Context: an optimization exercise on an open-source flow, tuned for small area and a short achievable clock period. The choices shown serve that exercise and are no tape-out recipe. RTL that was checked went through simulation tests only; none was proved equivalent to the original.

// fir_16tap
module fir_16tap (
	input  wire               clk,
	input  wire               rst,
	input  wire signed [15:0] xin,
	output wire signed [35:0] yout
);
reg  [15:0] d [1:14];            
reg  [15:0] m;                   
reg  [22:0] y;
reg  [22:0] v;
reg  [3:0]  cnt;                 
wire        mv = &cnt[3:1];      
wire [15:0] mn = mv ? {~d[14][15], d[14][14:0]} : 16'h8000;
wire [15:0] xf = {~xin[15], xin[14:0]};
wire [22:0] y_n, v_n;
wire [22:0] p = {y[21:0], 1'b0} ^ v;    
wire [22:0] g = {y[21:0], 1'b0} & v;
fir_v u_v (.y(y), .m(m), .mn(mn), .s(v_n));
fir_y u_y (.p(p), .g(g), .xf(xf), .s(y_n));
integer k;
always @(posedge clk) begin
	d[1] <= xin;
	for (k = 2; k <= 14; k = k + 1)
		d[k] <= d[k-1];
end
always @(posedge clk) begin
	if (rst) begin
		cnt <= 4'd0;
		m   <= 16'h8000;
		y   <= 23'd0;
		v   <= 23'h7f8000;
	end else begin
		if (!(&cnt))
			cnt <= cnt + 4'd1;
		m   <= mn;
		y   <= y_n;
		v   <= v_n;
	end
end
assign yout = {{13{y[22]}}, y};
endmodule
For scale: about 890 cells after synthesis, about 290 flip-flops, about 54 I/O pins.
==> flow/config.mk <==
export PLATFORM = sky130hd
export DESIGN_NAME = fir_16tap
export DESIGN_NICKNAME = fir_16tap
export VERILOG_FILES = /design/flow/design.v
export SDC_FILE = /design/flow/constraint.sdc
export NUM_CORES = 4
export LEC_CHECK = 0
export CAP_MARGIN = 20
export CORE_MARGIN = 2
export CORE_UTILIZATION = 60
export SLEW_MARGIN = 20
export SYNTH_HIERARCHICAL = 1
==> flow/constraint.sdc <==
create_clock -name core_clock -period 12.5 [get_ports {clk}]
set_input_delay 2.5000 -clock core_clock [delete_from_list [all_inputs] [get_ports {clk}]]
set_output_delay 2.5000 -clock core_clock [all_outputs]
set_load 0.01 [all_outputs]
standard.sh (not shown) runs the stock make flow with config.mk's settings and CLKGATE_MAP_FILE= SYNTH_SCRIPT=/design/flow/synth_recipe.tcl, a recipe that flattens the netlist after the stock synthesis.
==> flow/flow/run.sh <==
#!/bin/bash
# The standard layout, with:
# - ORFS synthesis run through flow/my_synth.tcl, which is synth_recipe.tcl
#   with Yosys's abc pass given flow/abc.script and the full-adder
#   extraction limited to full adders in module fir_v;
# - a tighter setup target for timing repair;
# - small port buffers;
# - a clock tree of small buffers without dummy loads.
# make's output goes to make.log.
set -euo pipefail
export MY_ABC_SCRIPT="$PWD/flow/abc.script"
export MY_EXTRACT_FA="-fa fir_v"
bash standard.sh \
  "SYNTH_SCRIPT=$PWD/flow/my_synth.tcl" \
  SETUP_SLACK_MARGIN=8.4 \
  "BUFFER_PORTS_ARGS=-buffer_cell sky130_fd_sc_hd__buf_2" \
  "CTS_ARGS=-sink_clustering_enable -repair_clock_nets -dont_use_dummy_load -buf_list {sky130_fd_sc_hd__clkbuf_8} -sink_clustering_size 20 -sink_clustering_max_diameter 50" \
  finish > make.log 2>&1
==> flow/flow/abc.script <==
&get -n
&st
&dch
&nf -R 1000
&put
topo
stime -c
==> flow/flow/my_synth.tcl <==
proc synth {args} { yosys synth -nofsm -noshare {*}$args }
proc abc {args} {
  set i [lsearch -exact $args -script]
  if {$i >= 0 && [info exists ::env(MY_ABC_SCRIPT)]} { lset args [expr {$i + 1}] $::env(MY_ABC_SCRIPT) }
  yosys abc {*}$args
}
proc extract_fa {args} {
  if {[info exists ::env(MY_EXTRACT_FA)]} { set args $::env(MY_EXTRACT_FA) }
  yosys extract_fa {*}$args
}
source $::env(SCRIPTS_DIR)/synth.tcl
# left out here: clear keep_hierarchy, flatten, clean up, hide names made inside functions, write 1_2_yosys.v
Edit:
- CORE_UTILIZATION: 60 -> 70
The new run completed with no timing, DRC or antenna violations. Setup slack gets worse by 100 ps. Maximum frequency is lower by 2.5%.

---

fir_16tap again, from the RTL that the note above started with.
// fir_16tap
module fir_16tap (
	input  wire               clk,
	input  wire               rst,
	input  wire signed [15:0] xin,
	output wire signed [35:0] yout
);
Settings: LEC_CHECK=0, CAP_MARGIN=20, CORE_MARGIN=2, CORE_UTILIZATION=65, SLEW_MARGIN=20, SYNTH_HIERARCHICAL=1; clock period 12.5 ns.
==> flow/flow/run.sh <==
#!/bin/bash
# The standard layout, with:
# - ORFS synthesis run through flow/my_synth.tcl, which is synth_recipe.tcl
#   with Yosys's abc pass given flow/abc.script and the full-adder
#   extraction limited to full adders in module fir_v;
# - a tighter setup target for timing repair;
# - small port buffers;
# - a clock tree of small buffers without dummy loads.
# make's output goes to make.log.
set -euo pipefail
export MY_ABC_SCRIPT="$PWD/flow/abc.script"
export MY_EXTRACT_FA="-fa fir_v"
bash standard.sh \
  "SYNTH_SCRIPT=$PWD/flow/my_synth.tcl" \
  SETUP_SLACK_MARGIN=8.5 \
  "BUFFER_PORTS_ARGS=-buffer_cell sky130_fd_sc_hd__buf_2" \
  "CTS_ARGS=-sink_clustering_enable -repair_clock_nets -dont_use_dummy_load -buf_list {sky130_fd_sc_hd__clkbuf_8} -sink_clustering_size 20 -sink_clustering_max_diameter 50" \
  finish > make.log 2>&1
Scripts as last shown in full above: flow/flow/abc.script, flow/flow/my_synth.tcl
The baseline finished clean.
Then changed:
--- a/flow/flow/run.sh
+++ b/flow/flow/run.sh
@@ -14,3 +14,3 @@
   "SYNTH_SCRIPT=$PWD/flow/my_synth.tcl" \
-  SETUP_SLACK_MARGIN=8.5 \
+  SETUP_SLACK_MARGIN=8.4 \
   "BUFFER_PORTS_ARGS=-buffer_cell sky130_fd_sc_hd__buf_2" \
--- a/flow/config.mk
+++ b/flow/config.mk
@@ -12 +12,2 @@
 export SYNTH_HIERARCHICAL = 1
+export TNS_END_PERCENT = 10
Outcome: Global-route usage came out higher by 2.9 points. Non-clock buffer count is lower by 7. Cell area shrinks by a few percent.

---

Setup of build 64:
Starting RTL as in the previous note.
==> flow/config.mk <==
export PLATFORM = sky130hd
export DESIGN_NAME = fir_16tap
export DESIGN_NICKNAME = fir_16tap
export VERILOG_FILES = /design/flow/design.v
export SDC_FILE = /design/flow/constraint.sdc
export NUM_CORES = 4
export LEC_CHECK = 0
export CAP_MARGIN = 20
export CORE_MARGIN = 2
export CORE_UTILIZATION = 65
export SLEW_MARGIN = 20
export SYNTH_HIERARCHICAL = 1
==> flow/constraint.sdc <==
create_clock -name core_clock -period 12.5 [get_ports {clk}]
set_input_delay 2.5000 -clock core_clock [delete_from_list [all_inputs] [get_ports {clk}]]
set_output_delay 2.5000 -clock core_clock [all_outputs]
set_load 0.01 [all_outputs]
==> flow/flow/run.sh <==
#!/bin/bash
# The standard layout, with:
# - ORFS synthesis run through flow/my_synth.tcl, which is synth_recipe.tcl
#   with Yosys's abc pass given flow/abc.script and the full-adder
#   extraction limited to full adders in module fir_v;
# - a tighter setup target for timing repair;
# - small port buffers;
# - a clock tree of small buffers without dummy loads.
# make's output goes to make.log.
set -euo pipefail
export MY_ABC_SCRIPT="$PWD/flow/abc.script"
export MY_EXTRACT_FA="-fa fir_v"
bash standard.sh \
  "SYNTH_SCRIPT=$PWD/flow/my_synth.tcl" \
  SETUP_SLACK_MARGIN=8.5 \
  "BUFFER_PORTS_ARGS=-buffer_cell sky130_fd_sc_hd__buf_1" \
  "CTS_ARGS=-sink_clustering_enable -repair_clock_nets -dont_use_dummy_load -buf_list {sky130_fd_sc_hd__clkbuf_8} -sink_clustering_size 20 -sink_clustering_max_diameter 50" \
  finish > make.log 2>&1
==> flow/flow/abc.script <==
&get -n
&st
&dch
&nf -R 1000
&put
buffer -c
topo
stime -c
upsize -c
dnsize -c
Scripts as last shown in full above: flow/flow/my_synth.tcl
Build 64 | status: complete | timing, DRC, antenna: pass
### build 64 -> build 49
Settings: swapping 65 for 60 in CORE_UTILIZATION; putting CTS_BUF_LIST at sky130_fd_sc_hd__clkbuf_8 where nothing was set; putting SETUP_SLACK_MARGIN at 5 where nothing was set; putting CTS_CLUSTER_SIZE at 20 where nothing was set; putting CTS_CLUSTER_DIAMETER at 50 where nothing was set.
==> flow/run.sh (new file) <==
#!/bin/bash
# synth_recipe.tcl (not shown) runs the flow's synth.tcl, then flattens the netlist and writes it again
# the make line also repeats each setting of config.mk as NAME=value (left out here)
make -C /OpenROAD-flow-scripts/flow DESIGN_CONFIG=/design/flow/config.mk WORK_HOME=/design/flow/orfs CLKGATE_MAP_FILE= SYNTH_SCRIPT=/design/flow/synth_recipe.tcl finish
removed: flow/flow/run.sh
removed: flow/flow/abc.script
removed: flow/flow/my_synth.tcl
removed: flow/standard.sh
Changes observed in build 49 relative to build 64: summed area of non-filler cells in the final layout picked up an extra 350 µm²; worst-case setup margin in the final layout fell 1030 ps.
The run with more routed wire is build 49, not build 64.
Looking at via count across both flows, build 49 is the weaker of the two, with build 64 ahead.
In the tables for build 64 and build 49, final cell count reads lower with build 64.
In build 49, the distinct cell type count of the synthesized netlist came out 30% above the value in build 64.
In the tables for build 64 and build 49, proportion of cell area occupied by registers reads lower with build 49.
> inputs changed (build 49 -> build 78)
Settings: CORE_UTILIZATION now 40, was 60; CTS_BUF_LIST no longer set, was sky130_fd_sc_hd__clkbuf_8; CTS_CLUSTER_SIZE no longer set, was 20; SETUP_SLACK_MARGIN no longer set, was 5; CTS_CLUSTER_DIAMETER no longer set, was 50.
==> flow/flow/run.sh (new file) <==
#!/bin/bash
# The standard layout, with a tighter setup target for timing repair, small
# port buffers and no dummy clock loads.  make's output goes to make.log.
set -euo pipefail
bash standard.sh \
  SETUP_SLACK_MARGIN=8.8 \
  "BUFFER_PORTS_ARGS=-buffer_cell sky130_fd_sc_hd__buf_2" \
  "CTS_ARGS=-sink_clustering_enable -repair_clock_nets -dont_use_dummy_load" \
  finish > make.log 2>&1
==> flow/standard.sh (new file) <==
#!/bin/bash
# synth_recipe.tcl (not shown) runs the flow's synth.tcl, then flattens the netlist and writes it again
# the make line also repeats each setting of config.mk as NAME=value (left out here)
make -C /OpenROAD-flow-scripts/flow DESIGN_CONFIG=/design/flow/config.mk WORK_HOME=/design/flow/orfs CLKGATE_MAP_FILE= SYNTH_SCRIPT=/design/flow/synth_recipe.tcl "${@:-finish}"
removed: flow/run.sh
Looking at number of detailed-routing iterations run before antenna repair across build 49 and build 78, the one that comes out higher is build 49.
In build 78, the area growth from synthesis to layout came out 9.8 points above the value in build 49.
Going from build 49 to build 78, wire length fell by 230 µm, cell count rose by about 11%.
Build 78 has effective utilization at floorplan below what build 49 had.
Changes in build 34 relative to build 78:
Settings: changing CORE_UTILIZATION from 40 to 65; changing CAP_MARGIN from 20 to 5; changing SLEW_MARGIN from 20 to 5.
==> flow/flow/run.sh <==
#!/bin/bash
# The standard layout, with:
# - ORFS synthesis run through flow/my_synth.tcl, which is synth_recipe.tcl
#   with Yosys's abc pass given flow/abc.script and the full-adder
#   extraction limited to full adders in module fir_v;
# - a tighter setup target for timing repair;
# - small port buffers;
# - a clock tree of small buffers without dummy loads.
# make's output goes to make.log.
set -euo pipefail
export MY_ABC_SCRIPT="$PWD/flow/abc.script"
export MY_EXTRACT_FA="-fa fir_v"
bash standard.sh \
  "SYNTH_SCRIPT=$PWD/flow/my_synth.tcl" \
  SETUP_SLACK_MARGIN=8.4 \
  "BUFFER_PORTS_ARGS=-buffer_cell sky130_fd_sc_hd__buf_2" \
  "CTS_ARGS=-sink_clustering_enable -repair_clock_nets -dont_use_dummy_load -buf_list {sky130_fd_sc_hd__clkbuf_8} -sink_clustering_size 20 -sink_clustering_max_diameter 50" \
  finish > make.log 2>&1
==> flow/flow/abc.script (new file) <==
&get -n
&st
&dch
&nf -R 1000
&put
topo
stime -c
==> flow/flow/my_synth.tcl (new file) <==
proc synth {args} { yosys synth -nofsm -noshare {*}$args }
proc abc {args} {
  set i [lsearch -exact $args -script]
  if {$i >= 0 && [info exists ::env(MY_ABC_SCRIPT)]} { lset args [expr {$i + 1}] $::env(MY_ABC_SCRIPT) }
  yosys abc {*}$args
}
proc extract_fa {args} {
  if {[info exists ::env(MY_EXTRACT_FA)]} { set args $::env(MY_EXTRACT_FA) }
  yosys extract_fa {*}$args
}
source $::env(SCRIPTS_DIR)/synth.tcl
# left out here: clear keep_hierarchy, flatten, clean up, hide names made inside functions, write 1_2_yosys.v
==> comparison <==
Layout buffering overhead excluding clock cells ends up higher on build 78. Summary of build 34 over build 78: HPWL after detailed placement now sits higher. Diff build 78 -> build 34: design area went down, detailed-routed wire length on met2 higher, global-route usage over all layers has increased. Build 78 has lower met1 usage than build 34.
Changes in build 84 relative to build 34:
Settings: SLEW_MARGIN changed from 5 to 20; CORE_UTILIZATION changed from 65 to 60; CAP_MARGIN changed from 5 to 20.
--- a/flow/flow/run.sh
+++ b/flow/flow/run.sh
@@ -2,6 +2,7 @@
 # The standard layout, with:
 # - ORFS synthesis run through flow/my_synth.tcl, which is synth_recipe.tcl
-#   with Yosys's abc pass given flow/abc.script and the full-adder
-#   extraction limited to full adders in module fir_v;
+#   with Yosys's abc pass given flow/abc.script (flow/abc_y.script for
+#   module fir_y) and the full-adder extraction limited to full adders in
+#   module fir_v;
 # - a tighter setup target for timing repair;
 # - small port buffers;
@@ -10,4 +11,5 @@
 set -euo pipefail
 export MY_ABC_SCRIPT="$PWD/flow/abc.script"
+export MY_ABC_SCRIPT_Y="$PWD/flow/abc_y.script"
 export MY_EXTRACT_FA="-fa fir_v"
 bash standard.sh \
==> flow/flow/abc_y.script (new file) <==
&get -n
&st
&dch
&nf -R 1000
&put
buffer -c
topo
stime -c
upsize -c
dnsize -c
--- a/flow/flow/my_synth.tcl
+++ b/flow/flow/my_synth.tcl
@@ -2,6 +2,10 @@
 proc abc {args} {
   set i [lsearch -exact $args -script]
-  if {$i >= 0 && [info exists ::env(MY_ABC_SCRIPT)]} { lset args [expr {$i + 1}] $::env(MY_ABC_SCRIPT) }
-  yosys abc {*}$args
+  if {$i < 0 || ![info exists ::env(MY_ABC_SCRIPT_Y)]} { yosys abc {*}$args; return }
+  set rest $args
+  lset rest [expr {$i + 1}] $::env(MY_ABC_SCRIPT)
+  yosys abc {*}$rest fir_16tap fir_v
+  lset args [expr {$i + 1}] $::env(MY_ABC_SCRIPT_Y)
+  yosys abc {*}$args fir_y
 }
 proc extract_fa {args} {
## What came out
As far as total clock sinks goes, build 34 and build 84 are indistinguishable; the numbers are identical.
In the reports for build 34 and build 84, the larger routed wire length belongs to build 34.
Area added between synthesis and finish delta (build 34 -> build 84): insignificant
Compared with build 34, number of cells after detailed placement in build 84 increased by a few percent.
met2 layer wire length in the routed design ended up 7.9% lower on build 84 than on build 34.
Status: number of global-route vias before repair parity (build 84, build 34)

---

## wip/umber
fir_16tap, a different RTL version from the one above (not shown whole).
For scale: roughly 290 flip-flops, about 54 I/O pins, ~11,000 µm² of cells after synthesis.
==> flow/design.v (excerpt) <==
module fir_16tap (
	input  wire               clk,
	input  wire               rst,
	input  wire signed [15:0] xin,
	output wire signed [35:0] yout
);
clock: 12.5 ns
lec_check: 0
cap_margin: 20
core_margin: 2
core_utilization: 40
slew_margin: 20
synth_hierarchical: 1
run.sh (not shown) runs the stock make flow with config.mk's settings and CLKGATE_MAP_FILE= SYNTH_SCRIPT=/design/flow/synth_recipe.tcl, a recipe that flattens the netlist after the stock synthesis.
Stock flow here: none of the scripts above is used.
The following lists how wip/pepper was set up differently from wip/umber:
- clearing SYNTH_HIERARCHICAL, which used to be 1
- As far as number of diodes is concerned, wip/umber and wip/pepper perform about the same.
- Any difference in async set-or-reset flop fraction in the synthesized netlist between wip/umber and wip/pepper is small enough to ignore.
- Worst slack at placement (wip/pepper over wip/umber): decrease, 0.23 ns
- Compared to wip/umber, wip/pepper has detailed-route wire length per cell about 10% lower.
- Of wip/pepper and wip/umber, it is wip/pepper that has the lower critical path data arrival time.
- Sort wip/umber and wip/pepper by share of the synthesized area in compound gates (AO/OA/AOI/OAI), ascending, and wip/pepper comes first.
- Measured against wip/pepper, the placed instance area of wip/umber comes out at 1.13 times the reference value.
No run of this note included a check of the RTL's function; only the layout flow was run.

[static timing again, ports no longer ideal]
No port has a modelled driver above. Below, the same layouts with a new extraction and two added sets of constraints. Step 1 sets driving cells, clkbuf_16 on the clock port and buf_2 on the other inputs (assumed; they add their load-dependent delay and slew). Step 2, shift: input delay + t, output delay - t, t = (earliest + latest rising clock arrival at the registers) / 2. This alone moves slack from input paths to output paths. Slacks: ideal ports / drivers / drivers and shift; pairs: ideal ports / drivers.
| run | t, ns | setup slack, ns | latest minus earliest clock arrival (ns) |
|---|---|---|---|
| the first run of note 1 | 0.567 | 8.549 / 8.567 / 8.000 | 0.047 / 0.046 |
| the second run of note 1 | 0.541 | 8.449 / 8.462 / 7.921 | 0.052 / 0.052 |
| the first run of note 2 | 0.548 | 8.480 / 8.499 / 7.950 | 0.058 / 0.059 |
| the second run of note 2 | 0.561 | 8.401 / 8.412 / 7.851 | 0.061 / 0.062 |
| build 64 | 0.542 | 8.547 / 8.559 / 8.016 | 0.089 / 0.089 |
| build 49 | 0.597 | 7.516 / 7.528 / 6.931 | 0.031 / 0.030 |
| build 78 | 0.559 | 8.195 / 8.201 / 7.642 | 0.050 / 0.050 |
| build 34 | 0.556 | 8.479 / 8.500 / 7.944 | 0.056 / 0.056 |
| build 84 | 0.552 | 8.512 / 8.532 / 7.980 | 0.104 / 0.104 |
| wip/umber | 0.591 | 6.860 / 6.860 / 6.860 | 0.037 / 0.036 |
| wip/pepper | 0.582 | 7.257 / 7.282 / 6.700 | 0.028 / 0.028 |
After both steps setup and hold are still met in every run listed. The setup slack of build 49, which loses most, moves by +0.012 ns with the drivers and by -0.585 ns with both steps.
